From an optimization exercise on the open Yosys and OpenROAD flow, aimed at a short achievable clock period and few clock cycles; shortcuts taken in it are not production practice.
Function was checked by simulation only, so behaviour that the tests miss may differ from the original.
Power figures rest on the tool's default switching activity, not on a simulated workload.

Design ARM, start of the top module:
module ARM
	(
		CLK,
		RST,
		INST_ADDR,
		INST_DATA,
		SRAM_ADDR,
		SRAM_WE_N,
		SRAM_DQ_OUT,
		SRAM_DQ_IN
	);
export LEC_CHECK = 0
export ABC_CLOCK_PERIOD_IN_PS = 10000
export CAP_MARGIN = 20
export CORE_MARGIN = 2
export CORE_UTILIZATION = 40
export SETUP_SLACK_MARGIN = 3
export SLEW_MARGIN = 20
export SYNTH_HIERARCHICAL = 1
create_clock -name core_clock -period 20.0 [get_ports {CLK}]
standard.sh (not shown) runs the stock make flow with config.mk's settings and CLKGATE_MAP_FILE= SYNTH_SCRIPT=/design/flow/synth_recipe.tcl, a recipe that flattens the netlist after the stock synthesis.
==> flow/flow/run.sh <==
#!/bin/bash
# Layout flow: the standard synthesis unchanged, then the standard ORFS
# layout steps with timing repair aimed well below the clock constraint
# (a larger setup margin and full TNS repair), sizing not held to the cell
# footprint, and port buffers of a stronger cell, so the achieved period is
# pushed down. Each step's full output goes to a log file here; ORFS also
# keeps its per-stage logs under orfs/logs.
set -euo pipefail
MARGIN=${FLOW_SETUP_MARGIN:-14.8}
bash standard.sh synth > flow_synth.log 2>&1
bash standard.sh SETUP_SLACK_MARGIN=$MARGIN TNS_END_PERCENT=100 MATCH_CELL_FOOTPRINT=0 \
  "BUFFER_PORTS_ARGS=-buffer_cell sky130_fd_sc_hd__buf_4" finish > flow_layout.log 2>&1
The first run ran to the end with no violations.
Testbench counts at the start, summed over its fixed seeds: cycles 42,135.
Rerun with:
--- a/flow/design.v
+++ b/flow/design.v
@@ -74,51 +74,28 @@
                           ({32{mvn}} & ~opb);
     wire [31:0] zt = {opa[30:0] | bx[30:0], cin};
     wire z_arith = &(~(opa ^ bx ^ zt));
     wire z_logic = ~|logic_r;
     assign z = (add | sub) ? z_arith : z_logic;
 endmodule
 module FetchStage (
     input  [31:0] inst,		 
     input  [7:0]  pcw,		 
-    input  [3:0]  flags,	 
-    input         stable,	 
+    input  [15:0] ptab,		 
+    input         unst,		 
     input  [7:0]  early_w,	 
     input         allow,	 
     input  [7:0]  early_w_o,	 
     input         allow_o,
     output        take,		 
     output [7:0]  nxt_w,	 
     output [7:0]  nxt_w_o	 
 );
-    function cond_ok;
-        input [3:0] c;
-        input [3:0] f;
-        begin
-            case (c)
-                4'd0:  cond_ok = f[2];
-                4'd1:  cond_ok = ~f[2];
-                4'd2:  cond_ok = f[1];
-                4'd3:  cond_ok = ~f[1];
-                4'd4:  cond_ok = f[3];
-                4'd5:  cond_ok = ~f[3];
-                4'd6:  cond_ok = f[0];
-                4'd7:  cond_ok = ~f[0];
-                4'd8:  cond_ok = f[1] & ~f[2];
-                4'd9:  cond_ok = ~f[1] & f[2];
-                4'd10: cond_ok = f[3] == f[0];
-                4'd11: cond_ok = f[3] != f[0];
-                4'd12: cond_ok = ~f[2] & (f[3] == f[0]);
-                4'd13: cond_ok = f[2] | (f[3] != f[0]);
-                default: cond_ok = 1'b1;
-            endcase
-        end
-    endfunction
     reg [7:0] g, p, gg, pp, gn, pn;
     reg [8:0] sum;
     integer i, l;
     always @(*) begin
         g = pcw & inst[7:0];
         p = pcw ^ inst[7:0];
         gg = g;
         gg[0] = g[0] | p[0];
         pp = p;
@@ -135,20 +112,19 @@
             gg = gn;
             pp = pn;
         end
         sum[0] = ~p[0];
         for (i = 1; i < 8; i = i + 1)
             sum[i] = p[i] ^ gg[i - 1];
         sum[8] = gg[7];
     end
     wire isbr = (inst[27:26] == 2'b10) & ~inst[24];
-    wire pred = stable ? cond_ok(inst[31:28], flags) :
-                ((inst[31:28] >= 4'd14) | inst[7]);
+    wire pred = ptab[inst[31:28]] | (unst & inst[7]);
     assign take = isbr & pred;
     assign nxt_w = (take & allow) ? sum[7:0] : early_w;
     assign nxt_w_o = (take & allow_o) ? sum[7:0] : early_w_o;
 endmodule
 module HazardDetectionUnit (
     input  [31:0] ir,
     input         valid,
     input  [14:0] sa, s2, sd,	 
     input  [14:0] pending,
@@ -422,21 +398,25 @@
 	wire [31:0] pc4 = pc + 32'd4;
 	wire f_stable = ~(id_valid & id_ir[20]) & ~(ex_valid & ex_setf & ex_pass);
 	wire [31:0] pc_early = ex_redir ? ex_alt_pc : id_stall ? pc : pc4;
 	wire f_allow = ~ex_redir & ~id_stall;
 	wire [31:0] pc_early_o = pc_early & {32{~RST}};
 	wire f_allow_o = f_allow & ~RST;
 	wire f_take;
 	wire [31:0] pc_next;
 	wire [7:0] f_nxt, f_nxt_o;
+	reg [15:0] f_ptab;
+	always @(*)
+		for (i = 0; i < 16; i = i + 1)
+			f_ptab[i] = f_stable ? cond_ok(i, flags) : (i >= 14);
 	FetchStage fs (
 		.inst(INST_DATA), .pcw(pc[9:2]),
-		.flags(flags), .stable(f_stable), .early_w(pc_early[9:2]), .allow(f_allow),
+		.ptab(f_ptab), .unst(~f_stable), .early_w(pc_early[9:2]), .allow(f_allow),
 		.early_w_o(pc_early_o[9:2]), .allow_o(f_allow_o),
 		.take(f_take), .nxt_w(f_nxt), .nxt_w_o(f_nxt_o)
 	);
 	assign pc_next = id_redir ? id_redir_pc : {pc_early[31:10], f_nxt, pc_early[1:0]};
 	always @(posedge CLK or posedge RST) begin
 		if (RST) begin
 			pc <= 32'b0;
 			id_valid <= 1'b0;
 			ex_valid <= 1'b0;
Outcome: Setup slack degrades by 0.054 ns; hold slack degrades by 0.0061 ns; sequential power stays flat; register-to-register slack degrades by 0.05 ns; core utilization stays flat; clock-buffer cell count rises by 20; global-route usage falls by 0.57 points; routed wire length falls by 1.8%.
Testbench counts after the change, summed over its fixed seeds: cycles 42,135.

## static timing again, ports no longer ideal
Ports are ideal in the flow. The routed layouts listed here were re-timed in OpenROAD. Step 1 (the two cells are an assumption about what drives the block):
set clk [get_ports {CLK}]
set_driving_cell -lib_cell sky130_fd_sc_hd__clkbuf_16 $clk
set_driving_cell -lib_cell sky130_fd_sc_hd__buf_2 [delete_from_list [all_inputs] $clk]
Step 2 also shifts input and output timing later by t, the mid clock arrival at the registers, as if the neighbouring blocks saw the same clock. Slacks: ideal / step 1 / step 2; pairs: ideal / step 1.
run	shift t [ns]	setup WS [ns]	hold WS [ns]	worst data-port slew with drivers (ns)
the first run	0.914	14.616 / 14.578 / 13.875	0.403 / 0.403 / 0.403	0.08
the second run	0.904	14.562 / 14.562 / 13.893	0.397 / 0.397 / 0.397	0.11
After both steps setup and hold are still met in every run listed. For the first run, which loses most, drivers alone change the setup slack by -0.038 ns; drivers and shift together by -0.741 ns.
